This is an optimization exercise on Yosys and OpenROAD, whose aim is small area and a short achievable clock period, not a production implementation. Where RTL was checked, it was by simulation tests only, not by an equivalence proof against the original. For runs 3 to 6, only the layout was checked, not whether the RTL still works. Power and IR drop assume default switching activity. The flow treats the clock pin as an ideal source, which a real chip does not have.

==> design.v <==
localparam int DATA_SIZE = 8;
localparam int INST_SIZE = 16;
localparam int MEM_DEPTH = 128;
module spi_slave (sclk, rst_n, ss_n, MOSI, col, MISO, hi, lo, wen, wbit);
   localparam int DATA_SIZE = 8;
localparam int INST_SIZE = 16;
localparam int MEM_DEPTH = 128;
  input                  sclk, rst_n;
  input                  ss_n;
  input                  MOSI;
  input  [DATA_SIZE-1:0] col;
  output reg             MISO;
  output reg [15:0]      hi;
  output reg [7:0]       lo;
  output                 wen;
  output                 wbit;
  reg       act;    
  reg [4:0] cnt;    
  reg       isw;    
  reg [DATA_SIZE-1:0] sr;      
  reg [DATA_SIZE-1:0] wd;      
  reg [3:0]           wcnt;    
  reg [2:0]           ph;      
  reg [DATA_SIZE-1:0] rd;      
  always @(posedge sclk) begin
    sr <= {sr[DATA_SIZE-2:0], MOSI};
    ph <= ph + 3'd1;
    rd <= col;
    if (act && cnt == 5'd8) begin
      hi <= 16'd1 << sr[6:3];
      lo <= 8'd1 << sr[2:0];
    end
    if (act && cnt == 5'd16 && isw) begin
      wd   <= sr;
      wcnt <= 4'd8;
    end
    else if (wcnt != 4'd0)
      wcnt <= wcnt - 4'd1;
  end
  assign wen  = (wcnt != 4'd0);
  assign wbit = wd[ph];
  wire [2:0] tap = cnt[2:0] - 3'd1 - ph;
  always @(posedge sclk or negedge rst_n) begin
    if (!rst_n) begin
      act  <= 1'b0;
      cnt  <= 5'd0;
      isw  <= 1'b0;
      MISO <= 1'b0;
    end
    else if (!act) begin
      MISO <= 1'b0;
      cnt  <= 5'd0;
      if (!ss_n)
        act <= 1'b1;
    end
    else begin
      if (ss_n)
        act <= 1'b0;
      if (cnt != 5'd31)
        cnt <= cnt + 5'd1;
      if (cnt == 5'd0)
        isw <= MOSI;
      if (!isw && cnt >= 5'd10 && cnt <= 5'd17)
        MISO <= rd[tap];
    end
  end
endmodule
module ram (clk, hi, lo, wen, wbit, col);
   localparam int DATA_SIZE = 8;
localparam int INST_SIZE = 16;
localparam int MEM_DEPTH = 128;
  input                  clk;
  input  [15:0]          hi;
  input  [7:0]           lo;
  input                  wen;    
  input                  wbit;   
  output [DATA_SIZE-1:0] col;    
  wire [DATA_SIZE-1:0] part [0:MEM_DEPTH-1];
  genvar r;
  generate
    for (r = 0; r < MEM_DEPTH; r = r + 1) begin : g
      reg [DATA_SIZE-1:0] q;
      wire sel = hi[r / 8] & lo[r % 8];
      always @(posedge clk)
        q <= {(sel & wen) ? wbit : q[0], q[DATA_SIZE-1:1]};
      assign part[r] = q & {DATA_SIZE{sel}};
    end
  endgenerate
  reg [DATA_SIZE-1:0] acc;
  integer i;
  always @(*) begin
    acc = {DATA_SIZE{1'b0}};
    for (i = 0; i < MEM_DEPTH; i = i + 1)
      acc = acc | part[i];
  end
  assign col = acc;
endmodule
module wrapper(sclk,rst_n,ss_n,MOSI,MISO);
   localparam int DATA_SIZE = 8;
localparam int INST_SIZE = 16;
localparam int MEM_DEPTH = 128;
  input sclk, rst_n;
  input ss_n;
  input MOSI;
  output MISO;
  wire [15:0]          hi;
  wire [7:0]           lo;
  wire                 wen, wbit;
  wire [DATA_SIZE-1:0] col;
  spi_slave dut1(sclk,rst_n,ss_n,MOSI,col,MISO,hi,lo,wen,wbit);
  ram dut2(sclk,hi,lo,wen,wbit,col);
endmodule
==> flow/run.sh <==
#!/bin/bash
# Standard layout, with clock tree synthesis told to build larger sink
# clusters and to add no dummy loads.
set -euo pipefail
export CTS_ARGS="-sink_clustering_enable -repair_clock_nets -dont_use_dummy_load -sink_clustering_size 30 -sink_clustering_max_diameter 80"
bash standard.sh > standard.log 2>&1
==> standard.sh <==
#!/bin/bash
# synth_recipe.tcl (not shown) runs the flow's synth.tcl, then flattens the netlist and writes it again
# the make line also repeats each setting of config.mk as NAME=value (left out here)
make -C /OpenROAD-flow-scripts/flow DESIGN_CONFIG=/design/flow/config.mk WORK_HOME=/design/flow/orfs CLKGATE_MAP_FILE= SYNTH_SCRIPT=/design/flow/synth_recipe.tcl "${@:-finish}"
==> config.mk <==
export PLATFORM = sky130hd
export DESIGN_NAME = wrapper
export DESIGN_NICKNAME = wrapper
export VERILOG_FILES = /design/flow/design.v
export SDC_FILE = /design/flow/constraint.sdc
export NUM_CORES = 4
export LEC_CHECK = 0
export ABC_CLOCK_PERIOD_IN_PS = 2500
export CAP_MARGIN = 20
export CORE_MARGIN = 2
export CORE_UTILIZATION = 70
export PLACE_DENSITY = 0.75
export SETUP_SLACK_MARGIN = 4.5
export SLEW_MARGIN = 20
==> constraint.sdc <==
create_clock -name core_clock -period 7.0 [get_ports {sclk}]
set_input_delay 1.4000 -clock core_clock [delete_from_list [all_inputs] [get_ports {sclk}]]
set_output_delay 1.4000 -clock core_clock [all_outputs]
set_load 0.01 [all_outputs]
==> results of run 1 <==
[registers in the layout, indices dropped and copies added, names as in the netlist]
name       flops
dut1.rd        8
dut1.lo        8
dut2.g.q    1024
dut1.sr        8
dut1.MISO      1
dut1.cnt       5
dut1.isw       1
dut1.hi       16
dut1.wd        8
dut1.act       1
dut1.wcnt      4
dut1.ph        3
[area by class of cell]
type / count / area, um2 / share of cell area [%]
sequential: 1087 / 22100 / 66.2
multi-input combinational: 1184 / 8500 / 25.4
clock buffer: 42 / 1050 / 3.15
timing repair buffer: 85 / 886 / 2.65
tap: 592 / 741 / 2.22
inverter: 22 / 100 / 0.300
[kinds of logic (layout without fill, tap and decap cells)]
family                     count (synthesis)  after routing  share of synthesized area, %
DFF                                     1087           1087                          70.4
AOI/OAI and AO/OA                        916            916                          21.4
and+or+nand+nor                          242            242                          4.12
buffers and inverters                    233            149                          3.03
adders and majority gates                  9              9                         0.383
muxes                                      9              9                         0.450
xor gates and xnor gates                   8              8                         0.223
[metal layers]
layer,part of all wire [%],vias up
li1,-,9287
met1,38,10400
met2,44,1423
met3,12,293
met4,5.9,2
met5,0.014,-
[worst max-delay path by stage]
stage,from,to,slack [ps]
after floorplan,dut1.cnt[1],dut1.hi[0],4920
after global placement,dut1.lo[2],dut2.g[98].q[7],3940
after detailed placement,dut1.lo[2],dut2.g[98].q[7],3850
after CTS,dut1.hi[14],dut1.rd[2],4420
after global routing,dut1.lo[4],dut1.rd[3],4410
final,dut1.hi[13],dut1.rd[1],4420
[placed cells by master, fill, tap and decap left out, types with 28 or more instances in the layout]
cell and count:
dfxtp_1 1047, a22oi_1 239, a22o_1 169, a21oi_1 156, a31oi_1 130, buf_4 56
a222oi_1 53, nand2_1 47, clkbuf_16 47, nand4_1 42, nand3_1 38, edfxtp_1 32
nor2_1 30, o21ai_0 28
[power groups by stage]
stage	clock network, mW	registers (mW)	logic, mW
floorplan	0	7.87	0.623
global placement	0	8.11	0.886
detailed placement	0	8.15	0.899
CTS	2.84	8.03	0.914
global route	3.03	8.16	1.01
finish	2.84	8.06	0.954
[worst max-delay path: cells and delay by family (launching register included)]
kind | cells | cell delay [ps]
buf+inv | 1 | 330
compound gates | 3 | 1160
simple gates | 2 | 500
flops | 1 | 380
[stage by stage]
stage / setup slack, ps / area [um2] / std cells / util [%]
5_1_grt: 4410 / 33400 / 3012 / 75.5
3_3_place_gp: 3940 / 31700 / 2933 / 71.7
3_5_place_dp: 3850 / 31700 / 2933 / 71.7
2_1_floorplan: 4920 / 31400 / 2504 / -
6_report: 4420 / 33400 / 3012 / 75.5
4_1_cts: 4420 / 33000 / 2993 / 74.7
[what timing repair did]
| action | CTS | global route |
|---|---|---|
| resized for setup | 32 | 42 |
| cloned | 0 | 5 |
| endpoints found under the setup margin | 82 | 30 |
| buffers inserted | 18 | 14 |
| pin swaps | 2 | 9 |
==> reports/qor.txt, run 1 <==
Post-Syn Instances -> 2504
power density cells -> 355 mW/mm2
Sw Pwr -> 2.98 mW
path type of the worst setup path -> reg -> reg
TritonRoute pass-1 iters -> 9
vias per cell -> 7.10
Yosys warning total -> 2
Hold Path Class -> reg -> reg
GRT busiest layer -> met2
Total Die Area -> 0.0466 mm2
Worst Max-Slew Pin Slew -> 1010 ps
min-delay src -> dut2.g[109].q[2]
initial drt markers -> 3358
largest net degree at the start of global routing -> 121
H-tree depth -> 2
Mapped Nets -> 2517
top post-synthesis cells by count -> 1047 x dfxtp_1, 243 x a22oi_1, 170 x a22o_1, 156 x a21oi_1, 130 x a31oi_1
CP max stage delay -> 650 ps
antenna violations before repair -> 1
max cap viols -> 0
met1 Use GR -> 50.9%
CTS Hold Bufs -> 0
top-count cell post-synth -> dfxtp_1
Tot GR Track Use -> 37.3%
status -> timing/DRC/antenna clean
total power -> 11.9 mW
Final period util -> 36.9%
Synth Flop Type -> dfxtp_1
final hold slack -> 283 ps
final net count -> 2435
minimum clock period -> 2580 ps
reg2reg setup slack -> 4420 ps
Pins Over Slew Limit -> 0
Clock power frac -> 23.9%
asr flop ratio synth -> 0.736%
post-route setup TNS -> 0 ps
crit-path max FO -> 62
Remaining DRCs -> 0
GR Layer Usage met2 -> 56.3%
Static Leak -> 13.2 nW
FF+latch count, synth -> 1087
Startpoint Class -> register
Hold EP -> dut2.g[109].q[1]
clock-pin transition on the worst setup and hold timing paths -> 110 ps
TritonCTS Buffers -> 42
final setup vio count -> 0
# rows -> 77
grt met3 use -> 8.47%
global-route wire length before repair -> 129000 um
initial core utilization -> 71.0%
Synth Cell Area -> 0.0314 mm2
Layout area overhead -> 6.35%
FF-to-FF End -> dut1.rd[1]
Comb pwr share -> 8.1%
register share of total power -> 68.0%
port bufs -> 4
number of synthesized flops with an enable pin -> 32
reg2reg start -> dut1.hi[13]
cell count of the worst reg-to-reg path -> 6
Synth top area share -> 66.7%
CTS Sinks -> 1087
Worst VDD drop -> 303 uV
Cell variety after synth -> 59
routed len/inst -> 30.0 um
final WL -> 90500 um
num ports -> 5
Worst Clk Skew -> 73.1 ps
critical path capture point type -> register
gr ovfl total -> 0
CP Data Arrival Time -> 3060 ps
gpl congestion -> 1.01
Fillers -> 2899
CP required -> 7480 ps
Final Hold Vio Count -> 0
CTS root buffer -> clkbuf_16
RSZ-0062 raised after global routing -> true
cell taking the most area after synthesis -> dfxtp_1
Die X -> 216 um
Fmax achieved -> 388 MHz
clk latency of the worst-skew pair -> 620 ps
share of cells above drive strength 1 -> 6.78%
hpwl dp -> 58800 um
Internal Power -> 8.87 mW
critical path, cell by cell -> buf_4, a222oi_1, o22ai_1, a211oi_2, and4_1, nand4_1
Core Box Area -> 0.0442 mm2
Max clock buf depth -> 3
Vias -> 21400
switching share of power -> 25.2%
CP max-delay cell -> a222oi_1
largest cells by area after synthesis -> dfxtp_1 67%, a22oi_1 5.8%, a22o_1 4.7%, edfxtp_1 3.1%, a31oi_1 2.6%
WHS Path Cells -> 0
Post-DRT Antenna Nets -> 0
Max-slew headroom -> 31.9%
ant diodes -> 0
CTS tree -> yes
Die Ht -> 216 um
syn avg cell area -> 12.5 um2
number of global-route vias before repair -> 20100
sequential share of the synthesized area -> 70.4%
==> run 2, diff against run 1 <==
==> flow/run.sh (replaced) <==
#!/bin/bash
# Standard layout, with clock tree synthesis told to build larger sink
# clusters and to add no dummy loads.
set -euo pipefail
export CTS_ARGS="-sink_clustering_enable -repair_clock_nets -dont_use_dummy_load -sink_clustering_size 18 -sink_clustering_max_diameter 60 -buf_list sky130_fd_sc_hd__clkbuf_8 -root_buf sky130_fd_sc_hd__clkbuf_16"
bash standard.sh > standard.log 2>&1
==> run 2 against run 1 <==
Net effect:
- still clean
- design area decreased by 0.83%
- combinational power shrank 0.8%
- sequential share of layout area rose by 0.55 points
- critical path type unchanged
- critical endpoint is now dut1.rd[6]
- largest cell class unchanged
- largest power group unchanged
==> reports/qor.txt, run 2 <==
Tot GR Track Use -> 37.8% (+0.46 points)
FF+latch count, synth -> 1087 (unchanged)
CP max-delay cell -> a22oi_2
final net count -> 2447 (+0.49%)
reg2reg start -> dut1.hi[11]
top-count cell post-synth -> dfxtp_1
Die X -> 216 um (unchanged)
CP Data Arrival Time -> 3050 ps (about the same)
Internal Power -> 8.80 mW (-0.76%)
minimum clock period -> 2570 ps (-5.26 ps)
hpwl dp -> 58800 um (unchanged)
Synth Cell Area -> 0.0314 mm2 (unchanged)
Die Ht -> 216 um (unchanged)
share of cells above drive strength 1 -> 7.07% (+0.30 points)
Pins Over Slew Limit -> 0 (unchanged)
clock-pin transition on the worst setup and hold timing paths -> 100 ps (about the same)
critical path depth -> 6 (unchanged)
register share of total power -> 68.1% (about the same)
gpl congestion -> 1.01 (unchanged)
CTS root buffer -> clkbuf_16
TritonCTS Buffers -> 70 (+67%)
reg2reg setup slack -> 4430 ps (about the same)
Vias -> 21300 (-0.41%)
H-tree depth -> 3 (+1)
Max-slew headroom -> 43.5% (+12 points)
Yosys warning total -> 2 (unchanged)
cell taking the most area after synthesis -> dfxtp_1
most frequent cells in the layout -> 1047 x dfxtp_1, 240 x a22oi_1, 170 x a22o_1
num ports -> 5 (unchanged)
final WL -> 88700 um (-1.9%)
CP endpoint -> dut1.rd[6]
initial drt markers -> 3375 (+0.51%)
Fmax achieved -> 388 MHz (+0.20%)
total power -> 11.8 mW (-0.23%)
Worst Max-Slew Pin Slew -> 848 ps (-164 ps)
global-route wire length before repair -> 130000 um (+0.77%)
CP max stage delay -> 470 ps (-180 ps)
TritonRoute pass-1 iters -> 8 (-1)
status -> timing/DRC/antenna clean
WP buf/inv -> 1 (unchanged)
gr ovfl total -> 0 (unchanged)
Sw Pwr -> 3.03 mW (+1.4%)
critical path capture point type -> register
syn avg cell area -> 12.5 um2 (unchanged)
Hold Path Class -> reg -> reg
CP required -> 7480 ps (about the same)
number of global-route vias before repair -> 20300 (+1.1%)
most common cell after layout, fill and taps aside -> dfxtp_1
max reg flops -> 1024 (unchanged)
Worst Setup SP -> dut1.hi[11]
FF-to-FF End -> dut1.rd[6]
Core Box Area -> 0.0442 mm2 (unchanged)
vias per cell -> 7.04 (-0.87%)
Worst Clk Skew -> 37.7 ps (-35.4 ps)
Regs by FF count -> dut2.g.q (1024), dut1.hi (16)
largest cells by area after synthesis -> dfxtp_1 67%, a22oi_1 5.8%, a22o_1 4.7%, edfxtp_1 3.1%, a31oi_1 2.6%
sequential share of the synthesized area -> 70.4% (unchanged)
final hold slack -> 329 ps (+46.7 ps)
antenna violations before repair -> 3 (+2)
crit-path max FO -> 48 (-23%)
Post-Syn Instances -> 2504 (unchanged)
Crit path max-delay family -> simple AND/OR/NAND/NOR gates
Static Leak -> 13.1 nW (-0.82%)
Total Die Area -> 0.0466 mm2 (unchanged)
top post-synthesis cells by count -> 1047 x dfxtp_1, 243 x a22oi_1, 170 x a22o_1, 156 x a21oi_1, 130 x a31oi_1
utilization after layout -> 74.9% (-0.63 points)
number of synthesized flops with an enable pin -> 32 (unchanged)
Worst VDD drop -> 315 uV (+4.0%)
CTS tree -> yes
asr flop ratio synth -> 0.736% (unchanged)
Largest Register -> dut2.g.q
# rows -> 77 (unchanged)
port bufs -> 4 (unchanged)
Startpoint Class -> register
path type of the worst setup path -> reg -> reg
Synth Flop Type -> dfxtp_1
post-route setup TNS -> 0 ps (unchanged)
Mapped Nets -> 2517 (unchanged)
Max clock buf depth -> 3 (unchanged)
Clock power frac -> 23.9% (about the same)
clk latency of the worst-skew pair -> 610 ps (about the same)
largest net degree at the start of global routing -> 121 (unchanged)
switching share of power -> 25.6% (+0.40 points)
Comb pwr share -> 8.0% (about the same)
Final Hold Vio Count -> 0 (unchanged)
Layout area overhead -> 5.47%
max cap viols -> 0 (unchanged)
CTS Sinks -> 1087 (unchanged)
Cell variety after synth -> 59 (unchanged)
critical path, cell by cell -> buf_4, a22oi_2, o22a_1, nand4_1, or4_1, or4_1
routed len/inst -> 29.3 um (-2.4%)
cell count of the worst reg-to-reg path -> 6 (unchanged)
Synth top area share -> 66.7% (unchanged)
Post-DRT Antenna Nets -> 0 (unchanged)
CP most frequent cell -> or4_1
final setup vio count -> 0 (unchanged)
power density cells -> 357 mW/mm2 (+0.61%)
Final period util -> 36.8% (-0.075 points)
Remaining DRCs -> 0 (unchanged)
initial core utilization -> 71.0% (unchanged)
RSZ-0062 raised after global routing -> true
## run 2: cell counts after synthesis
Identical to the previous run, type by type.
## run 2: worst min path at each step
stage	startpoint	endpoint	slack [ps]	cells after the start
floorplan	dut2.g[105].q[5]	dut2.g[105].q[4]	320	0
global placement	dut2.g[113].q[1]	dut2.g[113].q[0]	330	0
detailed placement	dut2.g[10].q[1]	dut2.g[10].q[0]	340	0
CTS	dut2.g[9].q[6]	dut2.g[9].q[5]	330	0
global route	dut2.g[9].q[6]	dut2.g[9].q[5]	340	0
finish	dut2.g[57].q[1]	dut2.g[57].q[0]	330	0
## run 2: cell families after synthesis
logic type	share of synthesized area [%]
mux	0.450
compound gates	21.4
simple gates	4.12
buf+inv	3.03
fa+ha+maj	0.383
flops	70.4
xor+xnor	0.223
## run 2: power groups by stage
stage / combinational, mW / clock, mW / sequential, mW
3_3_place_gp: 0.886 / 0 / 8.11
5_1_grt: 1.00 / 3.05 / 8.15
6_report: 0.946 / 2.83 / 8.05
2_1_floorplan: 0.623 / 0 / 7.87
3_5_place_dp: 0.899 / 0 / 8.15
4_1_cts: 0.913 / 2.83 / 8.02
## run 2: final cells by class
type	count	area (um2)
fill	2926	11100
inverter	22	95.1
clock buffer	70	1060
timing repair buffer	69	617
multi-input combinational	1184	8480
sequential	1087	22100
antenna	2	5.00
tap	592	741
## run 2: stage by stage
stage / setup slack [ps] / area, um2 / cells
6_report: 4430 / 33100 / 3026
5_1_grt: 4350 / 33100 / 3025
4_1_cts: 4430 / 33000 / 3022
3_5_place_dp: 3850 / 31700 / 2933
3_3_place_gp: 3940 / 31700 / 2933
2_1_floorplan: 4920 / 31400 / 2504
## run 2: what timing repair did
| item | 4_1_cts | 5_1_grt |
|---|---|---|
| endpoints found under the setup margin | 79 | 24 |
| pin swaps | 3 | 1 |
| hold buffers | 0 | 0 |
| gates resized for setup | 32 | 16 |
| setup buffers | 19 | 2 |
## run 2: metal layers
layer	wire length (um)	GRT usage [%]	part of all wire [%]	up-vias
met1	34700	50.7	39	10400
met3	10300	10.4	12	303
met5	13	0	0.015	-
li1	-	-	-	9306
met4	5490	19.0	6.2	2
met2	38300	56.6	43	1333
==> run 3, diff against run 2 <==
--- a/design.v
+++ b/design.v
@@ -2,5 +2,5 @@
 localparam int INST_SIZE = 16;
 localparam int MEM_DEPTH = 128;
-module spi_slave (sclk, rst_n, ss_n, MOSI, col, MISO, hi, lo, wen, wbit);
+module spi_slave (sclk, rst_n, ss_n, MOSI, col, MISO, pa, pb, pc, wen, wbit);
    localparam int DATA_SIZE = 8;
 localparam int INST_SIZE = 16;
@@ -11,6 +11,7 @@
   input  [DATA_SIZE-1:0] col;
   output reg             MISO;
-  output reg [15:0]      hi;
-  output reg [7:0]       lo;
+  output reg [3:0]       pa;     
+  output reg [7:0]       pb;     
+  output reg [3:0]       pc;     
   output                 wen;
   output                 wbit;
@@ -28,6 +29,7 @@
     rd <= col;
     if (act && cnt == 5'd8) begin
-      hi <= 16'd1 << sr[6:3];
-      lo <= 8'd1 << sr[2:0];
+      pa <= 4'd1 << sr[6:5];
+      pb <= 8'd1 << sr[4:2];
+      pc <= 4'd1 << sr[1:0];
     end
     if (act && cnt == 5'd16 && isw) begin
@@ -66,11 +68,12 @@
   end
 endmodule
-module ram (clk, hi, lo, wen, wbit, col);
+module ram (clk, pa, pb, pc, wen, wbit, col);
    localparam int DATA_SIZE = 8;
 localparam int INST_SIZE = 16;
 localparam int MEM_DEPTH = 128;
   input                  clk;
-  input  [15:0]          hi;
-  input  [7:0]           lo;
+  input  [3:0]           pa;     
+  input  [7:0]           pb;     
+  input  [3:0]           pc;     
   input                  wen;    
   input                  wbit;   
@@ -81,5 +84,5 @@
     for (r = 0; r < MEM_DEPTH; r = r + 1) begin : g
       reg [DATA_SIZE-1:0] q;
-      wire sel = hi[r / 8] & lo[r % 8];
+      wire sel = pa[r / 32] & pb[(r / 4) % 8] & pc[r % 4];
       always @(posedge clk)
         q <= {(sel & wen) ? wbit : q[0], q[DATA_SIZE-1:1]};
@@ -104,9 +107,9 @@
   input MOSI;
   output MISO;
-  wire [15:0]          hi;
-  wire [7:0]           lo;
+  wire [3:0]           pa, pc;
+  wire [7:0]           pb;
   wire                 wen, wbit;
   wire [DATA_SIZE-1:0] col;
-  spi_slave dut1(sclk,rst_n,ss_n,MOSI,col,MISO,hi,lo,wen,wbit);
-  ram dut2(sclk,hi,lo,wen,wbit,col);
+  spi_slave dut1(sclk,rst_n,ss_n,MOSI,col,MISO,pa,pb,pc,wen,wbit);
+  ram dut2(sclk,pa,pb,pc,wen,wbit,col);
 endmodule
==> run 3 against run 2 <==
Net effect:
- routed wire length increased by 21%
- clock skew is 24 ps higher
- non-clock buffer count grew 43
- die area grew 0.12%
- worst setup slack worse by 200 ps
- global-route usage grew 5.8 points
- via count rose by 9.9%
- critical path depth grew 1
- critical path type unchanged
- critical endpoint is now dut1.rd[3]
- largest cell class unchanged
- highest routed layer unchanged
==> reports/qor.txt, run 3 <==
Post-DRT Antenna Nets -> 0 (unchanged)
initial core utilization -> 70.9% (about the same)
reg2reg start -> dut1.pc[0]
Comb pwr share -> 7.7% (-0.3 points)
Mapped Nets -> 2590 (+2.9%)
TritonCTS Buffers -> 70 (unchanged)
Largest Register -> dut2.g.q
post-synthesis mux area share -> 0.450% (-0.00056 points)
top-count cell post-synth -> dfxtp_1
gr ovfl total -> 0 (unchanged)
RSZ-0062 raised after global routing -> true
CP Data Arrival Time -> 3280 ps (+230 ps)
Synth Cell Area -> 0.0314 mm2 (+0.12%)
Synth top area share -> 66.7% (-0.082 points)
Vias -> 23400 (+9.9%)
minimum clock period -> 2780 ps (+203 ps)
power density cells -> 325 mW/mm2 (-9.1%)
Core Box Area -> 0.0443 mm2 (+0.22%)
setup ws final -> 4220 ps (-203 ps)
final setup vio count -> 0 (unchanged)
Static Leak -> 13.4 nW (+2.4%)
Die Ht -> 216 um (about the same)
Final Hold Vio Count -> 0 (unchanged)
CTS Sinks -> 1079 (-0.74%)
CP max-delay cell -> or4_1
min-delay src -> dut2.g[93].q[1]
Sw Pwr -> 2.95 mW (-2.6%)
num ports -> 5 (unchanged)
synthesized-area fraction occupied by adder cells -> 0.382% (-0.00047 points)
global-route wire length before repair -> 147000 um (+13%)
clk latency of the worst-skew pair -> 630 ps (+20 ps)
critical path, cell by cell -> buf_4, bufbuf_16, a22oi_1, o22ai_1, nor4_2, nand4_1, or4_1
Yosys warning total -> 2 (unchanged)
number of global-route vias before repair -> 21800 (+7.2%)
Post-Syn Instances -> 2577 (+2.9%)
reg2reg setup slack -> 4220 ps (-200 ps)
H-tree depth -> 3 (unchanged)
Total Die Area -> 0.0466 mm2 (+0.12%)
post-route setup TNS -> 0 ps (unchanged)
CTS tree -> yes
hpwl dp -> 61700 um (+4.9%)
Hold Path Class -> reg -> reg
Layout area overhead -> 11.6%
CTS root buffer -> clkbuf_16
post-synthesis simple-gate area fraction -> 5.72% (+1.6 points)
Cell variety after synth -> 57 (-3.4%)
main combinational cell family by area after synthesis -> compound AO/OA/AOI/OAI gates
number of synthesized flops with an enable pin -> 24 (-25%)
register share of total power -> 67.2% (-0.9 points)
Clock power frac -> 25.0% (+1.1 points)
Startpoint Class -> register
Worst Clk Skew -> 62.1 ps (+24.4 ps)
Remaining DRCs -> 0 (unchanged)
Max clock buf depth -> 3 (unchanged)
most common cell after layout, fill and taps aside -> dfxtp_1
max cap viols -> 0 (unchanged)
Worst Max-Slew Pin Slew -> 926 ps (+77.5 ps)
gpl congestion -> 1.07 (+6.1%)
Max-slew headroom -> 38.3% (-5.2 points)
most frequent cells in the layout -> 1047 x dfxtp_1, 284 x a22oi_1, 146 x a21oi_1
switching share of power -> 25.9% (+0.28 points)
Tot GR Track Use -> 43.6% (+5.8 points)
WHS Path Cells -> 0 (unchanged)
path type of the worst setup path -> reg -> reg
routed len/inst -> 34.1 um (+16%)
Die X -> 216 um (about the same)
initial drt markers -> 4240 (+26%)
Hold EP -> dut2.g[93].q[0]
sequential share of the synthesized area -> 69.6% (-0.85 points)
top post-synthesis cells by count -> 1047 x dfxtp_1, 324 x a22oi_1, 150 x a21oi_1, 139 x clkbuf_1, 110 x a31oi_1
Crit path max-delay family -> simple AND/OR/NAND/NOR gates
max reg flops -> 1024 (unchanged)
FF-to-FF End -> dut1.rd[3]
TritonRoute pass-1 iters -> 9 (+1)
Compound-Gate Fraction of Synth Area -> 20.6% (-0.76 points)
Worst VDD drop -> 281 uV (-11%)
Fillers -> 2627 (-10%)
Fmax achieved -> 360 MHz (-7.3%)
share of cells above drive strength 1 -> 13.7% (+6.6 points)
vias per cell -> 7.46 (+6.0%)
utilization after layout -> 79.2% (+4.3 points)
Pins Over Slew Limit -> 0 (unchanged)
cell taking the most area after synthesis -> dfxtp_1
CP max stage delay -> 570 ps (+100 ps)
Synth Flop Type -> dfxtp_1
Internal Power -> 8.45 mW (-4.0%)
syn avg cell area -> 12.2 um2 (-2.7%)
FF+latch count, synth -> 1079 (-0.74%)
final WL -> 107000 um (+21%)
CTS Hold Bufs -> 0 (unchanged)
Synth Area in XOR/XNOR -> 0.195% (-0.028 points)
largest cells by area after synthesis -> dfxtp_1 67%, a22oi_1 7.7%, a21oi_1 2.4%, edfxtp_1 2.3%, a31oi_1 2.2%
# rows -> 77 (unchanged)
crit-path max FO -> 11 (-77%)
clock-pin transition on the worst setup and hold timing paths -> 120 ps (+20 ps)
Final period util -> 39.7% (+2.9 points)
CP required -> 7510 ps (+30 ps)
post-place setup slack -> 3610 ps (-236 ps)
cell count of the worst reg-to-reg path -> 7 (+1)
port bufs -> 4 (unchanged)
asr flop ratio synth -> 0.741% (+0.0055 points)
status -> timing/DRC/antenna clean
antenna violations before repair -> 9 (+6)
critical path capture point type -> register
largest net degree at the start of global routing -> 85 (-30%)
WP buf/inv -> 2 (+1)
final net count -> 2555 (+4.4%)
[run 3: cell count changes after synthesis, moves of 31 or more]
cell	change
a22o_1	-100
a22oi_1	+81
o2bb2ai_1	+60
o22ai_1	+56
nor4_1	+31
[run 3: final cells by class]
cell class	count	area (um2)	area share (%)
repair buffers	112	1760	5.01
well taps	592	741	2.11
diodes	7	17.5	0.0499
clock buffers	70	1060	3.03
inverters	9	33.8	0.0963
flip-flops and latches	1079	21900	62.4
multi-input cells	1270	9590	27.3
[run 3: power by group through the flow]
stage / Combinational, mW / Sequential [mW] / Clock [mW]
after floorplan: 0.515 / 7.51 / 0
after global placement: 0.753 / 7.70 / 0
after detailed placement: 0.762 / 7.73 / 0
after CTS: 0.810 / 7.61 / 2.83
after global routing: 0.913 / 7.73 / 3.03
final: 0.882 / 7.66 / 2.85
[run 3: worst max path at each step]
stage                     cells past startpoint    endpoint  slack [ps]   startpoint
after global routing                          9  dut1.rd[5]        4190   dut1.pc[0]
after floorplan                               4  dut1.pa[0]        4550  dut1.cnt[1]
after CTS                                     7  dut1.rd[3]        4330   dut1.pc[1]
after detailed placement                      7  dut1.rd[3]        3610   dut1.pa[3]
after global placement                        7  dut1.rd[2]        3630   dut1.pa[3]
final                                         7  dut1.rd[3]        4220   dut1.pc[0]
[run 3: kinds of logic (layout without fill, tap and decap cells)]
logic type | Yosys count | after routing
buffers and inverters | 230 | 191
AOI/OAI and AO/OA | 914 | 914
adders and majority gates | 9 | 9
DFF | 1079 | 1079
and+or+nand+nor | 329 | 331
xor gates and xnor gates | 7 | 7
muxes | 9 | 9
other | 0 | 7
[run 3: timing repair]
item,CTS,global route
pin swaps,45,56
resized for setup,193,83
setup buffers,21,25
setup endpoints to repair,79,37
cloned,21,13
[run 3: layer usage]
metal  track usage, %  vias to the layer above  part of all wire [%]
met5            0.208                        -                 0.097
met4             26.1                        6                   8.2
met3             15.4                      496                    15
met2             61.7                     1988                    41
met1             57.9                    11300                    36
li1                 -                     9644                     -
[run 3: through the flow]
step | hold slack, ps | total power [mW] | cell area [um2] | instances
2_1_floorplan | 330 | 8.02 | 31400 | 2577
3_3_place_gp | 332 | 8.45 | 31600 | 2982
3_5_place_dp | 335 | 8.49 | 31600 | 2982
4_1_cts | 309 | 11.3 | 34200 | 3094
5_1_grt | 318 | 11.7 | 35100 | 3133
6_report | 299 | 11.4 | 35100 | 3139
==> run 4, diff against run 3 <==
==> flow/run.sh (replaced) <==
#!/bin/bash
# Standard layout, with clock tree synthesis told to build larger sink
# clusters and to add no dummy loads.
set -euo pipefail
export CTS_ARGS="-sink_clustering_enable -repair_clock_nets -dont_use_dummy_load -sink_clustering_size 30 -sink_clustering_max_diameter 80"
bash standard.sh > standard.log 2>&1
==> run 4 against run 3 <==
Net effect:
- total power barely moved
- sequential share of layout area rose by 0.94 points
- combinational power fell by 1%
- flip-flop and latch count did not move
- clock power barely moved
- design area fell by 1.5%
- critical path depth rose by 2
- largest cell class unchanged
==> reports/qor.txt, run 4 <==
status -> timing/DRC/antenna clean
hpwl dp -> 61700 um (unchanged)
initial core utilization -> 70.9% (unchanged)
Pins Over Slew Limit -> 0 (unchanged)
post-synthesis mux area share -> 0.450% (unchanged)
port bufs -> 4 (unchanged)
gr ovfl total -> 0 (unchanged)
Total Die Area -> 0.0466 mm2 (unchanged)
CTS tree -> yes
Crit path max-delay family -> simple AND/OR/NAND/NOR gates
Fillers -> 2692 (+2.5%)
Largest Register -> dut2.g.q
Placed Area -> 0.0316 mm2 (unchanged)
largest cells by area after synthesis -> dfxtp_1 67%, a22oi_1 7.7%, a21oi_1 2.4%, edfxtp_1 2.3%, a31oi_1 2.2%
final net count -> 2501 (-2.1%)
Tot GR Track Use -> 41.4% (-2.2 points)
Max clock buf depth -> 3 (unchanged)
max reg flops -> 1024 (unchanged)
vias per cell -> 7.40 (-0.84%)
Yosys warning total -> 2 (unchanged)
share of cells above drive strength 1 -> 11.7% (-2.0 points)
antenna violations before repair -> 8 (-1)
Max-slew headroom -> 37.4% (-0.93 points)
Remaining DRCs -> 0 (unchanged)
Worst Max-Slew Pin Slew -> 940 ps (+13.9 ps)
asr flop ratio synth -> 0.741% (unchanged)
clk latency of the worst-skew pair -> 640 ps (about the same)
Synth Flop Type -> dfxtp_1
cell taking the most area after synthesis -> dfxtp_1
number of synthesized flops with an enable pin -> 24 (unchanged)
top-count cell post-synth -> dfxtp_1
Startpoint Class -> register
CP Data Arrival Time -> 3240 ps (-40 ps)
Worst Clk Skew -> 83.4 ps (+21.3 ps)
final setup vio count -> 0 (unchanged)
routed len/inst -> 33.5 um (-1.9%)
Core Box Area -> 0.0443 mm2 (unchanged)
Final Hold Vio Count -> 0 (unchanged)
FF+latch count, synth -> 1079 (unchanged)
minimum clock period -> 2720 ps (-56.2 ps)
Synth top area share -> 66.7% (unchanged)
Post-Syn Instances -> 2577 (unchanged)
Worst VDD drop -> 308 uV (+9.6%)
H-tree depth -> 2 (-1)
RSZ-0062 raised after global routing -> true
CP max-delay cell -> or4_1
Vias -> 22800 (-2.6%)
Synth Cell Area -> 0.0314 mm2 (unchanged)
Cell variety after synth -> 57 (unchanged)
gpl congestion -> 1.07 (unchanged)
CP max stage delay -> 600 ps (+30 ps)
critical path capture point type -> register
global-route wire length before repair -> 141000 um (-4.2%)
Final period util -> 38.9% (-0.80 points)
Sequential Area -> 0.0219 mm2 (about the same)
path type of the worst setup path -> reg -> reg
CTS Sinks -> 1079 (unchanged)
Post-DRT Antenna Nets -> 0 (unchanged)
CTS root buffer -> clkbuf_16
num ports -> 5 (unchanged)
largest net degree at the start of global routing -> 85 (unchanged)
clock-pin transition on the worst setup and hold timing paths -> 110 ps (about the same)
most common cell after layout, fill and taps aside -> dfxtp_1
max cap viols -> 0 (unchanged)
Die Ht -> 216 um (unchanged)
WP buf/inv -> 4 (+2)
sequential share of the synthesized area -> 69.6% (unchanged)
crit-path max FO -> 16 (+5)
final WL -> 103000 um (-3.7%)
Synth Area in XOR/XNOR -> 0.195% (unchanged)
TritonCTS Buffers -> 42 (-40%)
initial drt markers -> 3920 (-7.5%)
main combinational cell family by area after synthesis -> compound AO/OA/AOI/OAI gates
syn avg cell area -> 12.2 um2 (unchanged)
Layout area overhead -> 9.94%
Fmax achieved -> 367 MHz (+2.1%)
Mapped Nets -> 2590 (unchanged)
post-synthesis simple-gate area fraction -> 5.72% (unchanged)
critical path, cell by cell -> buf_6, buf_12, buf_4, clkbuf_16, a22oi_1, a21oi_1, nor4_4, nand4_1, or4_1
number of global-route vias before repair -> 21000 (-3.5%)
Compound-Gate Fraction of Synth Area -> 20.6% (unchanged)
# rows -> 77 (unchanged)
post-route setup TNS -> 0 ps (unchanged)
CP required -> 7520 ps (about the same)
Static Leak -> 13.1 nW (-2.0%)
top post-synthesis cells by count -> 1047 x dfxtp_1, 324 x a22oi_1, 150 x a21oi_1, 139 x clkbuf_1, 110 x a31oi_1
TritonRoute pass-1 iters -> 9 (unchanged)
Hold Path Class -> reg -> reg
Die X -> 216 um (unchanged)
Post-Layout Inst Area -> 0.0346 mm2 (-1.5%)
most frequent cells in the layout -> 1047 x dfxtp_1, 279 x a22oi_1, 150 x a21oi_1
synthesized-area fraction occupied by adder cells -> 0.382% (unchanged)
Multi-input gate area -> 0.00953 mm2 (-0.59%)
power density cells -> 330 mW/mm2 (+1.6%)
## run 4: worst paths after layout
check,startpoint,to,slack [ps],cells after the start
max,dut1.pc[0],dut1.rd[2],4280,9
min,dut2.g[89].q[3],dut2.g[89].q[2],300,0
max reg2reg,dut1.pc[0],dut1.rd[2],4280,9
min reg2reg,dut2.g[89].q[3],dut2.g[89].q[2],300,0
max in group asynchronous,rst_n,dut1.cnt[1],5670,1
min in group asynchronous,rst_n,dut1.cnt[2],1040,1
## run 4: metrics by stage
step                      setup slack, ps  hold slack [ps]  cells  util [%]  power [mW]
after floorplan                      4550              330   2577         -        8.02
after global placement               3630              332   2982      71.2        8.45
after detailed placement             3610              335   2982      71.2        8.49
after CTS                            4320              305   3049      76.0        11.3
after global routing                 4300              294   3078      78.0        11.7
final                                4280              302   3083      78.0        11.4
## run 4: per-layer routing
metal	part of all wire (%)	wire length [um]	global-route usage, %
met3	14	14400	11.4
met1	37	38600	56.6
met4	7.0	7230	22.3
met2	42	43000	60.2
met5	0.013	13	0.104
## run 4: what timing repair did
action                                  4_1_cts  5_1_grt
pin swaps                                    28       45
endpoints found under the setup margin       79       44
resized for setup                           152      101
cloned                                       10       14
buffers inserted                             15       15
hold buffers                                  0        0
## run 4: final cells by class
| class | count | share of cell area (%) |
|---|---|---|
| diodes | 5 | 0.0362 |
| clock buffers | 42 | 3.04 |
| inverters | 9 | 0.0977 |
| multi-input cells | 1269 | 27.6 |
| flip-flops and latches | 1079 | 63.3 |
| well taps | 592 | 2.14 |
| repair buffers | 87 | 3.80 |
## run 4: logic make-up (layout without fill, tap and decap cells)
family | Yosys count | after routing
xor+xnor | 7 | 7
flops | 1079 | 1079
mux | 9 | 9
fa+ha+maj | 9 | 9
buf+inv | 230 | 138
compound gates | 914 | 914
other cells | 0 | 5
simple gates | 329 | 330
## run 4: where the power goes
part / switching, mW / internal (mW)
logic: 0.523 / 0.348
registers: 0.585 / 7.07
clock network: 1.78 / 1.09
## run 4: worst register-to-register path, stage by stage, from the launching register on
cell,delay (ps)
edfxtp_1,460
buf_6,170
buf_12,150
buf_4,160
clkbuf_16,190
a22oi_1,190
a21oi_1,120
nor4_4,360
nand4_1,250
or4_1,600
==> run 5, diff against run 4 <==
--- a/design.v
+++ b/design.v
@@ -2,5 +2,5 @@
 localparam int INST_SIZE = 16;
 localparam int MEM_DEPTH = 128;
-module spi_slave (sclk, rst_n, ss_n, MOSI, col, MISO, pa, pb, pc, wen, wbit);
+module spi_slave (sclk, rst_n, ss_n, MOSI, col, MISO, hi, lo, lon, wen, wbit);
    localparam int DATA_SIZE = 8;
 localparam int INST_SIZE = 16;
@@ -11,7 +11,7 @@
   input  [DATA_SIZE-1:0] col;
   output reg             MISO;
-  output reg [3:0]       pa;     
-  output reg [7:0]       pb;     
-  output reg [3:0]       pc;     
+  output reg [15:0]      hi;
+  output reg [7:0]       lo;
+  output reg [7:0]       lon;
   output                 wen;
   output                 wbit;
@@ -29,7 +29,7 @@
     rd <= col;
     if (act && cnt == 5'd8) begin
-      pa <= 4'd1 << sr[6:5];
-      pb <= 8'd1 << sr[4:2];
-      pc <= 4'd1 << sr[1:0];
+      hi <= 16'd1 << sr[6:3];
+      lo  <= 8'd1 << sr[2:0];
+      lon <= ~(8'd1 << sr[2:0]);
     end
     if (act && cnt == 5'd16 && isw) begin
@@ -68,12 +68,12 @@
   end
 endmodule
-module ram (clk, pa, pb, pc, wen, wbit, col);
+module ram (clk, hi, lo, lon, wen, wbit, col);
    localparam int DATA_SIZE = 8;
 localparam int INST_SIZE = 16;
 localparam int MEM_DEPTH = 128;
   input                  clk;
-  input  [3:0]           pa;     
-  input  [7:0]           pb;     
-  input  [3:0]           pc;     
+  input  [15:0]          hi;
+  input  [7:0]           lo;     
+  input  [7:0]           lon;    
   input                  wen;    
   input                  wbit;   
@@ -84,8 +84,9 @@
     for (r = 0; r < MEM_DEPTH; r = r + 1) begin : g
       reg [DATA_SIZE-1:0] q;
-      wire sel = pa[r / 32] & pb[(r / 4) % 8] & pc[r % 4];
+      wire wsel = hi[r / 8] & lo[r % 8];
+      wire rsel = hi[r / 8] & ~lon[r % 8];
       always @(posedge clk)
-        q <= {(sel & wen) ? wbit : q[0], q[DATA_SIZE-1:1]};
-      assign part[r] = q & {DATA_SIZE{sel}};
+        q <= {(wsel & wen) ? wbit : q[0], q[DATA_SIZE-1:1]};
+      assign part[r] = q & {DATA_SIZE{rsel}};
     end
   endgenerate
@@ -107,9 +108,9 @@
   input MOSI;
   output MISO;
-  wire [3:0]           pa, pc;
-  wire [7:0]           pb;
+  wire [15:0]          hi;
+  wire [7:0]           lo, lon;
   wire                 wen, wbit;
   wire [DATA_SIZE-1:0] col;
-  spi_slave dut1(sclk,rst_n,ss_n,MOSI,col,MISO,pa,pb,pc,wen,wbit);
-  ram dut2(sclk,pa,pb,pc,wen,wbit,col);
+  spi_slave dut1(sclk,rst_n,ss_n,MOSI,col,MISO,hi,lo,lon,wen,wbit);
+  ram dut2(sclk,hi,lo,lon,wen,wbit,col);
 endmodule
==> run 5 against run 4 <==
Net effect:
- routed wire length decreased by 3.7%
- combinational power increased by 48%
- clock skew decreased by 33 ps
- worst setup slack got worse by 7.5 ps
- via count decreased by 2.5%
- clock power about the same
==> reports/qor.txt, run 5 <==
status -> timing/DRC/antenna clean
CP max-delay cell -> a2111oi_1
Max clock buf depth -> 3 (unchanged)
initial core utilization -> 71.2% (+0.22 points)
FF-to-FF End -> dut1.rd[5]
Max-slew headroom -> 27.9% (-9.5 points)
max cap viols -> 0 (unchanged)
CTS Hold Bufs -> 0 (unchanged)
Crit path max-delay family -> compound AO/OA/AOI/OAI gates
gpl congestion -> 1.00 (-6.8%)
critical path capture point type -> register
Mapped Nets -> 2525 (-2.5%)
# rows -> 77 (unchanged)
Final Hold Vio Count -> 0 (unchanged)
routed len/inst -> 32.2 um (-3.8%)
antenna violations before repair -> 3 (-5)
largest cells by area after synthesis -> dfxtp_1 66%, a22oi_1 6.7%, edfxtp_1 3.8%, a31oi_1 2.8%, a21oi_1 2.1%
post-route setup TNS -> 0 ps (unchanged)
Worst Max-Slew Pin Slew -> 1080 ps (+141 ps)
critical path, cell by cell -> buf_12, a22o_1, a221oi_1, a31oi_1, a2111oi_1, nand4b_1
final WL -> 99300 um (-3.7%)
crit-path max FO -> 18 (+2)
CP endpoint -> dut1.rd[5]
gr ovfl total -> 0 (unchanged)
cell count of the worst reg-to-reg path -> 6 (-3)
Yosys warning total -> 2 (unchanged)
RSZ-0062 raised after global routing -> true
Fmax achieved -> 366 MHz (-0.28%)
Static Leak -> 13.7 nW (+4.3%)
Hold Path Class -> reg -> reg
Post-Syn Instances -> 2512 (-2.5%)
clock-pin transition on the worst setup and hold timing paths -> 120 ps (about the same)
top-count cell post-synth -> dfxtp_1
most common cell after layout, fill and taps aside -> dfxtp_1
min-delay src -> dut2.g[33].q[4]
Total Die Area -> 0.0469 mm2 (+0.51%)
Vias -> 22200 (-2.5%)
Fillers -> 2715 (+0.85%)
CP required -> 7490 ps (-30 ps)
Worst Clk Skew -> 49.9 ps (-33.5 ps)
WP buf/inv -> 1 (-3)
top post-synthesis cells by count -> 1047 x dfxtp_1, 282 x a22oi_1, 143 x a31oi_1, 134 x a21oi_1, 111 x clkbuf_1
num ports -> 5 (unchanged)
syn avg cell area -> 12.6 um2 (+3.1%)
cell taking the most area after synthesis -> dfxtp_1
sequential share of the synthesized area -> 70.8% (+1.2 points)
Tot GR Track Use -> 40.1% (-1.3 points)
Remaining DRCs -> 0 (unchanged)
FF+latch count, synth -> 1095 (+1.5%)
global-route wire length before repair -> 136000 um (-3.2%)
Worst Setup SP -> dut1.hi[12]
Synth Flop Type -> dfxtp_1
Die X -> 216 um (+0.25%)
Pins Over Slew Limit -> 0 (unchanged)
number of global-route vias before repair -> 20700 (-1.6%)
CTS tree -> yes
Final period util -> 39.0% (+0.11 points)
final net count -> 2509 (+0.32%)
asr flop ratio synth -> 0.731% (-0.011 points)
CP Data Arrival Time -> 3220 ps (-20 ps)
TritonCTS Buffers -> 42 (unchanged)
minimum clock period -> 2730 ps (+7.53 ps)
CTS Sinks -> 1095 (+1.5%)
initial drt markers -> 3889 (-0.79%)
power density cells -> 370 mW/mm2 (+12%)
final setup vio count -> 0 (unchanged)
Core Box Area -> 0.0444 mm2 (+0.22%)
clk latency of the worst-skew pair -> 640 ps (about the same)
number of synthesized flops with an enable pin -> 40 (+67%)
CP max stage delay -> 820 ps (+220 ps)
most frequent cells in the layout -> 1047 x dfxtp_1, 263 x a22oi_1, 143 x a31oi_1
reg2reg start -> dut1.hi[12]
WHS Path Cells -> 0 (unchanged)
H-tree depth -> 2 (unchanged)
Layout area overhead -> 9.99% (about the same)
path type of the worst setup path -> reg -> reg
port bufs -> 4 (unchanged)
TritonRoute pass-1 iters -> 10 (+1)
Post-DRT Antenna Nets -> 0 (unchanged)
vias per cell -> 7.20 (-2.7%)
Cell variety after synth -> 59 (+3.5%)
Sequential Area -> 0.0224 mm2 (+2.2%)
dpl cells -> 2974 (-0.27%)
largest net degree at the start of global routing -> 74 (-13%)
Largest Register -> dut2.g.q
critical path depth -> 6 (-3)
CTS root buffer -> clkbuf_16
hpwl dp -> 62600 um (+1.4%)
Startpoint Class -> register
Multi-input gate area -> 0.00876 mm2 (-8.1%)
Regs by FF count -> dut2.g.q (1024), dut1.hi (16)
Synth Cell Area -> 0.0316 mm2 (+0.52%)
Worst VDD drop -> 327 uV (+6.2%)
max reg flops -> 1024 (unchanged)
Die Ht -> 216 um (+0.25%)
reg2reg setup slack -> 4270 ps (about the same)
share of cells above drive strength 1 -> 10.7% (-1.0 points)
final std cells w/o fill -> 3087 (+0.13%)
Synth top area share -> 66.3% (-0.35 points)
## run 5: cell count changes after synthesis, moves of 21 or more
cell and change:
o2bb2ai_1 -60, nor2b_1 +56, a22oi_1 -42, a222oi_1 +40, nand2_1 -38, and3_1 -34, nand4_1 -34, a31oi_1 +33
nor4_1 -31, and2_1 -30, clkbuf_1 -28, a21o_1 +24, inv_1 +21
## run 5: area by class of cell
cell class / instances / share of cell area, %
diodes: 1 / 0.00720
clock buffers: 42 / 3.02
inverters: 41 / 0.738
multi-input cells: 1194 / 25.2
flip-flops and latches: 1095 / 64.3
well taps: 592 / 2.13
repair buffers: 122 / 4.56
## run 5: power by group
part	internal, mW	switching [mW]
clock network	1.09	1.79
logic	0.550	0.744
registers	7.78	0.917
## run 5: worst min-delay path by stage
stage / to / slack (ps)
3_3_place_gp: dut2.g[31].q[0] / 320
2_1_floorplan: dut2.g[24].q[5] / 320
3_5_place_dp: dut2.g[25].q[6] / 330
6_report: dut2.g[33].q[3] / 320
5_1_grt: dut2.g[65].q[3] / 320
4_1_cts: dut2.g[33].q[3] / 330
## run 5: worst register-to-register path, stage by stage (launching register included)
cell       delay (ps)
edfxtp_1          440
buf_12            210
a22o_1            260
a221oi_1          400
a31oi_1           310
a2111oi_1         820
nand4b_1          180
## run 5: kinds of logic (layout without fill, tap and decap cells)
logic type                 after synthesis  count (layout)  share of synthesized area [%]
buffers and inverters                  223             205                           2.95
xor gates and xnor gates                 7               7                          0.194
AOI/OAI and AO/OA                      917             917                           20.8
adders and majority gates                9               9                          0.380
and+or+nand+nor                        252             252                           4.47
DFF                                   1095            1095                           70.8
other                                    0               1                              0
muxes                                    9               9                          0.447
## run 5: metrics by stage
step / instance area [um2] / utilization (%) / hold slack (ps) / worst slack [ps] / power (mW)
floorplan: 31600 / - / 324 / 4660 / 9.19
global placement: 32000 / 72.1 / 324 / 3090 / 9.85
detailed placement: 32000 / 72.2 / 331 / 3010 / 9.94
CTS: 33800 / 76.2 / 326 / 4390 / 12.7
global route: 34800 / 78.3 / 323 / 4300 / 13.2
finish: 34800 / 78.3 / 319 / 4270 / 12.9
## run 5: timing repair
action,CTS,global route
setup buffers,17,36
endpoints found under the setup margin,104,35
pin swaps,12,14
resized for setup,102,88
gates cloned,5,12
## run 5: layer usage
metal | vias to the layer above | GRT usage [%] | routed length (um)
li1 | 9439 | - | -
met1 | 10800 | 54.0 | 36700
met2 | 1594 | 59.1 | 42400
met3 | 400 | 9.70 | 12900
met4 | 2 | 24.1 | 7320
met5 | - | 0 | 65
==> run 6, diff against run 5 <==
==> design.v (replaced) <==
localparam int DATA_SIZE = 8;
localparam int INST_SIZE = 16;
localparam int MEM_DEPTH = 128;
localparam int NPART = 2;    
module spi_slave (sclk, rst_n, ss_n, MOSI, col, MISO, hi, lo, wen, wbit);
   localparam int DATA_SIZE = 8;
localparam int INST_SIZE = 16;
localparam int MEM_DEPTH = 128;
localparam int NPART = 2;    
  input                  sclk, rst_n;
  input                  ss_n;
  input                  MOSI;
  input  [NPART*DATA_SIZE-1:0] col;
  output reg             MISO;
  output reg [15:0]      hi;
  output reg [7:0]       lo;
  output                 wen;
  output                 wbit;
  reg       act;    
  reg [4:0] cnt;    
  reg       isw;    
  reg [DATA_SIZE-1:0] sr;      
  reg [DATA_SIZE-1:0] wd;      
  reg [3:0]           wcnt;    
  reg [2:0]           ph;      
  reg [NPART*DATA_SIZE-1:0] rd;   
  always @(posedge sclk) begin
    sr <= {sr[DATA_SIZE-2:0], MOSI};
    ph <= ph + 3'd1;
    rd <= col;
    if (act && cnt == 5'd8) begin
      hi <= 16'd1 << sr[6:3];
      lo <= 8'd1 << sr[2:0];
    end
    if (act && cnt == 5'd16 && isw) begin
      wd   <= sr;
      wcnt <= 4'd8;
    end
    else if (wcnt != 4'd0)
      wcnt <= wcnt - 4'd1;
  end
  assign wen  = (wcnt != 4'd0);
  assign wbit = wd[ph];
  wire [2:0] tap = cnt[2:0] - 3'd1 - ph;
  reg        rbit;
  integer    b;
  always @(*) begin
    rbit = 1'b0;
    for (b = 0; b < NPART; b = b + 1)
      rbit = rbit | rd[b*DATA_SIZE + tap];
  end
  always @(posedge sclk or negedge rst_n) begin
    if (!rst_n) begin
      act  <= 1'b0;
      cnt  <= 5'd0;
      isw  <= 1'b0;
      MISO <= 1'b0;
    end
    else if (!act) begin
      MISO <= 1'b0;
      cnt  <= 5'd0;
      if (!ss_n)
        act <= 1'b1;
    end
    else begin
      if (ss_n)
        act <= 1'b0;
      if (cnt != 5'd31)
        cnt <= cnt + 5'd1;
      if (cnt == 5'd0)
        isw <= MOSI;
      if (!isw && cnt >= 5'd10 && cnt <= 5'd17)
        MISO <= rbit;
    end
  end
endmodule
module ram (clk, hi, lo, wen, wbit, col);
   localparam int DATA_SIZE = 8;
localparam int INST_SIZE = 16;
localparam int MEM_DEPTH = 128;
localparam int NPART = 2;    
  input                        clk;
  input  [15:0]                hi;
  input  [7:0]                 lo;
  input                        wen;    
  input                        wbit;   
  output [NPART*DATA_SIZE-1:0] col;    
  localparam int ROWS = MEM_DEPTH / NPART;
  wire [DATA_SIZE-1:0] part [0:MEM_DEPTH-1];
  genvar r;
  generate
    for (r = 0; r < MEM_DEPTH; r = r + 1) begin : g
      reg [DATA_SIZE-1:0] q;
      wire sel = hi[r / 8] & lo[r % 8];
      always @(posedge clk)
        q <= {(sel & wen) ? wbit : q[0], q[DATA_SIZE-1:1]};
      assign part[r] = q & {DATA_SIZE{sel}};
    end
  endgenerate
  reg [NPART*DATA_SIZE-1:0] acc;
  integer b, i;
  always @(*) begin
    acc = {NPART*DATA_SIZE{1'b0}};
    for (b = 0; b < NPART; b = b + 1)
      for (i = 0; i < ROWS; i = i + 1)
        acc[b*DATA_SIZE +: DATA_SIZE] = acc[b*DATA_SIZE +: DATA_SIZE] | part[b*ROWS + i];
  end
  assign col = acc;
endmodule
module wrapper(sclk,rst_n,ss_n,MOSI,MISO);
   localparam int DATA_SIZE = 8;
localparam int INST_SIZE = 16;
localparam int MEM_DEPTH = 128;
localparam int NPART = 2;    
  input sclk, rst_n;
  input ss_n;
  input MOSI;
  output MISO;
  wire [15:0]          hi;
  wire [7:0]           lo;
  wire                 wen, wbit;
  wire [NPART*DATA_SIZE-1:0] col;
  spi_slave dut1(sclk,rst_n,ss_n,MOSI,col,MISO,hi,lo,wen,wbit);
  ram dut2(sclk,hi,lo,wen,wbit,col);
endmodule
==> run.sh (new file) <==
#!/bin/bash
# synth_recipe.tcl (not shown) runs the flow's synth.tcl, then flattens the netlist and writes it again
# the make line also repeats each setting of config.mk as NAME=value (left out here)
make -C /OpenROAD-flow-scripts/flow DESIGN_CONFIG=/design/flow/config.mk WORK_HOME=/design/flow/orfs CLKGATE_MAP_FILE= SYNTH_SCRIPT=/design/flow/synth_recipe.tcl finish
--- a/config.mk
+++ b/config.mk
@@ -9,6 +9,6 @@
 export CAP_MARGIN = 20
 export CORE_MARGIN = 2
-export CORE_UTILIZATION = 70
-export PLACE_DENSITY = 0.75
+export CORE_UTILIZATION = 50
+export PLACE_DENSITY = 0.6
 export SETUP_SLACK_MARGIN = 4.5
 export SLEW_MARGIN = 20
removed: flow/run.sh
removed: standard.sh
==> run 6 against run 5 <==
Net effect:
- cell count is 14% higher
- global-route usage is 0.078 points higher
- core utilization is 18 points lower
- critical path depth stayed put
- die area is 38% higher
- design area is 6.8% higher
- maximum frequency is 6.5% higher
- worst setup slack better by 170 ps
- area after synthesis is 0.62% lower
- critical endpoint is now dut1.rd[7]
==> reports/qor.txt, run 6 <==
routed len/inst -> 38.7 um (+20%)
asr flop ratio synth -> 0.731% (unchanged)
top-count cell post-synth -> dfxtp_1
Max clock buf depth -> 3 (unchanged)
Layout area overhead -> 18.2%
max reg flops -> 1024 (unchanged)
RSZ-0062 raised after global routing -> true
minimum clock period -> 2560 ps (-166 ps)
sequential share of the synthesized area -> 70.9% (+0.18 points)
Worst Clk Skew -> 26.8 ps (-23.1 ps)
reg2reg start -> dut1.lo[1]
path type of the worst setup path -> reg -> reg
H-tree depth -> 3 (+1)
max cap viols -> 0 (unchanged)
Regs by FF count -> dut2.g.q (1024), dut1.hi (16), dut1.rd (16)
Worst VDD drop -> 257 uV (-22%)
Synth Cell Area -> 0.0314 mm2 (-0.62%)
Yosys warning total -> 2 (unchanged)
share of cells above drive strength 1 -> 13.1% (+2.3 points)
most common cell after layout, fill and taps aside -> dfxtp_1
syn avg cell area -> 12.2 um2 (-3.1%)
Max-slew headroom -> 33.9% (+6.1 points)
Synth top area share -> 67.2% (+0.92 points)
Placed Area -> 0.0321 mm2 (+0.22%)
Startpoint Class -> register
vias per cell -> 6.73 (-6.5%)
status -> timing/DRC/antenna clean
final setup vio count -> 0 (unchanged)
Final Hold Vio Count -> 0 (unchanged)
final net count -> 2610 (+4.0%)
clock-pin transition on the worst setup and hold timing paths -> 60 ps (-60 ps)
antenna violations before repair -> 6 (+3)
Post-DRT Antenna Nets -> 0 (unchanged)
global-route wire length before repair -> 177000 um (+30%)
Final period util -> 36.6% (-2.4 points)
min-delay src -> dut2.g[97].q[7]
number of synthesized flops with an enable pin -> 32 (-20%)
critical path, cell by cell -> buf_12, a222oi_1, o21ai_1, nor4_2, nand4_1, or4_1
CP max-delay cell -> a222oi_1
number of global-route vias before repair -> 22300 (+7.7%)
TritonCTS Buffers -> 104 (+150%)
Fmax achieved -> 390 MHz (+6.5%)
CTS tree -> yes
Synth Flop Type -> dfxtp_1
gpl congestion -> 1.05 (+5.2%)
initial drt markers -> 3612 (-7.1%)
gr ovfl total -> 0 (unchanged)
Die X -> 255 um (+18%)
Static Leak -> 14.7 nW (+7.3%)
final WL -> 136000 um (+37%)
top post-synthesis cells by count -> 1055 x dfxtp_1, 315 x a22oi_1, 194 x a21oi_1, 121 x a31oi_1, 120 x nand3_1
Remaining DRCs -> 0 (unchanged)
WP buf/inv -> 1 (unchanged)
CTS Hold Bufs -> 0 (unchanged)
Die Ht -> 255 um (+18%)
CTS Sinks -> 1095 (unchanged)
CP Data Arrival Time -> 3110 ps (-110 ps)
Crit path max-delay family -> simple AND/OR/NAND/NOR gates
Core Box Area -> 0.0619 mm2 (+39%)
Pins Over Slew Limit -> 0 (unchanged)
Mapped Nets -> 2589 (+2.5%)
largest cells by area after synthesis -> dfxtp_1 67%, a22oi_1 7.5%, a21oi_1 3.1%, edfxtp_1 3.1%, a31oi_1 2.4%
Hold Path Class -> reg -> reg
Largest Register -> dut2.g.q
most frequent cells in the layout -> 1055 x dfxtp_1, 305 x a22oi_1, 193 x a21oi_1
Worst Setup SP -> dut1.lo[1]
hpwl dp -> 90300 um (+44%)
Post-Layout Inst Area -> 0.0371 mm2 (+6.8%)
TritonRoute pass-1 iters -> 9 (-1)
Cell variety after synth -> 59 (unchanged)
Tot GR Track Use -> 40.2% (+0.078 points)
num ports -> 5 (unchanged)
Total Die Area -> 0.0648 mm2 (+38%)
Vias -> 23700 (+6.7%)
crit-path max FO -> 7 (-11)
power density cells -> 413 mW/mm2 (+12%)
FF+latch count, synth -> 1095 (unchanged)
post-route setup TNS -> 0 ps (unchanged)
final hold slack -> 336 ps (+16.7 ps)
Worst Max-Slew Pin Slew -> 991 ps (-89.6 ps)
CP max stage delay -> 680 ps (-140 ps)
critical path capture point type -> register
CP required -> 7540 ps (+50 ps)
port bufs -> 4 (unchanged)
# rows -> 91 (+18%)
cell taking the most area after synthesis -> dfxtp_1
utilization after layout -> 60.0% (-18 points)
Post-Syn Instances -> 2576 (+2.5%)
initial core utilization -> 50.7% (-20 points)
clk latency of the worst-skew pair -> 670 ps (+30 ps)
largest net degree at the start of global routing -> 129 (+74%)
CTS root buffer -> clkbuf_16
[run 6: changes by cell type after synthesis, moves of 12 or more]
| cell | delta |
|---|---|
| a22o_1 | -17 |
| buf_1 | +29 |
| a21o_1 | -24 |
| a21oi_1 | +60 |
| o2111ai_1 | -17 |
| a31oi_1 | -22 |
| nor3_1 | +12 |
| a221oi_1 | -30 |
| a22oi_1 | +33 |
| buf_2 | +15 |
| nor2b_1 | -61 |
| nand3_1 | +115 |
[run 6: area by class of cell]
type	count	area, um2
clock inverters	38	477
diodes	2	5.00
well taps	837	1050
multi-input cells	1241	8460
clock buffers	154	3150
repair buffers	122	1560
inverters	32	151
flip-flops and latches	1095	22300
repair inverters	1	5.00
fillers	4992	24800
[run 6: worst paths after layout]
kind	to	slack, ps	cells past startpoint
setup / recovery	dut1.rd[7]	4440	6
hold / removal	dut2.g[97].q[6]	340	0
setup reg to reg	dut1.rd[7]	4440	6
hold reg to reg	dut2.g[97].q[6]	340	0
max in group asynchronous	dut1.act	5650	1
min in group asynchronous	dut1.cnt[4]	1050	1
[run 6: per-stage QoR]
| stage | instances | total power [mW] | setup WS [ps] |
|---|---|---|---|
| final | 3522 | 15.3 | 4440 |
| after detailed placement | 3263 | 9.41 | 3740 |
| after CTS | 3468 | 15.2 | 4420 |
| after global placement | 3263 | 9.40 | 3770 |
| after floorplan | 2576 | 8.51 | 4670 |
| after global routing | 3520 | 15.7 | 4400 |
[run 6: report_power, final]
part           internal [mW]  switching [mW]  leakage, nW  total, mW
Combinational          0.395           0.610         3.61       1.00
Clock                   3.48            2.42         1.78       5.91
Sequential              7.42            1.01         9.28       8.43
[run 6: cells by family after synthesis]
family                     Yosys count  synth area share, %
and+or+nand+nor                    327                 5.37
buffers and inverters              241                 3.14
xor gates and xnor gates             8                0.223
AOI/OAI and AO/OA                  890                 19.7
DFF                               1095                 70.9
adders and majority gates            9                0.382
muxes                                6                0.275
[run 6: timing repair]
action	4_1_cts	5_1_grt
resized for setup	90	51
pin swaps	11	18
setup endpoints to repair	90	26
setup buffers	7	40
cloned	6	12
[run 6: worst register-to-register path, delay by kind of cell (launching register included)]
| kind | cells | cell delay, ps |
|---|---|---|
| simple gates | 3 | 920 |
| compound gates | 2 | 880 |
| flops | 1 | 450 |
| buf+inv | 1 | 190 |
[run 6: per-layer routing]
metal,global-route usage [%],part of all wire (%),vias to the layer above,wire [um]
met5,0,0,-,0
met3,7.34,9.2,522,12600
met4,35.1,11,0,14900
li1,-,-,9808,-
met2,62.2,44,1742,59800
met1,48.3,36,11600,49100

-- what the ideal ports hide --
The results above use ideal ports. As a check the final layouts listed here were re-extracted and re-timed, cells and wires unchanged. Step 1, drivers: a clkbuf_16 drives sclk and a buf_2 each remaining input, both assumed. Step 2 adds t to the input delays and takes it off the output delays; t is the mean of the earliest and latest rising clock arrival at the registers after step 1. Input paths then give back, and output paths get back, about the clock's delay inside the block. a / b / c = ideal / step 1 / step 2; a / b = the first two.
| run | shift t [ns] | slack for setup (ns) | hold slack, ns |
|---|---|---|---|
| run 1 | 0.650 | 4.420 / 4.400 / 4.420 | 0.283 / 0.283 / 0.283 |
| run 2 | 0.653 | 4.425 / 4.425 / 4.425 | 0.329 / 0.329 / 0.329 |
| run 3 | 0.665 | 4.222 / 4.222 / 4.222 | 0.299 / 0.299 / 0.299 |
| run 4 | 0.670 | 4.278 / 4.278 / 4.278 | 0.302 / 0.302 / 0.302 |
| run 5 | 0.674 | 4.271 / 4.271 / 4.271 | 0.319 / 0.319 / 0.319 |
| run 6 | 0.723 | 4.436 / 4.375 / 4.436 | 0.336 / 0.336 / 0.336 |
After both steps setup and hold are still met in every run listed.
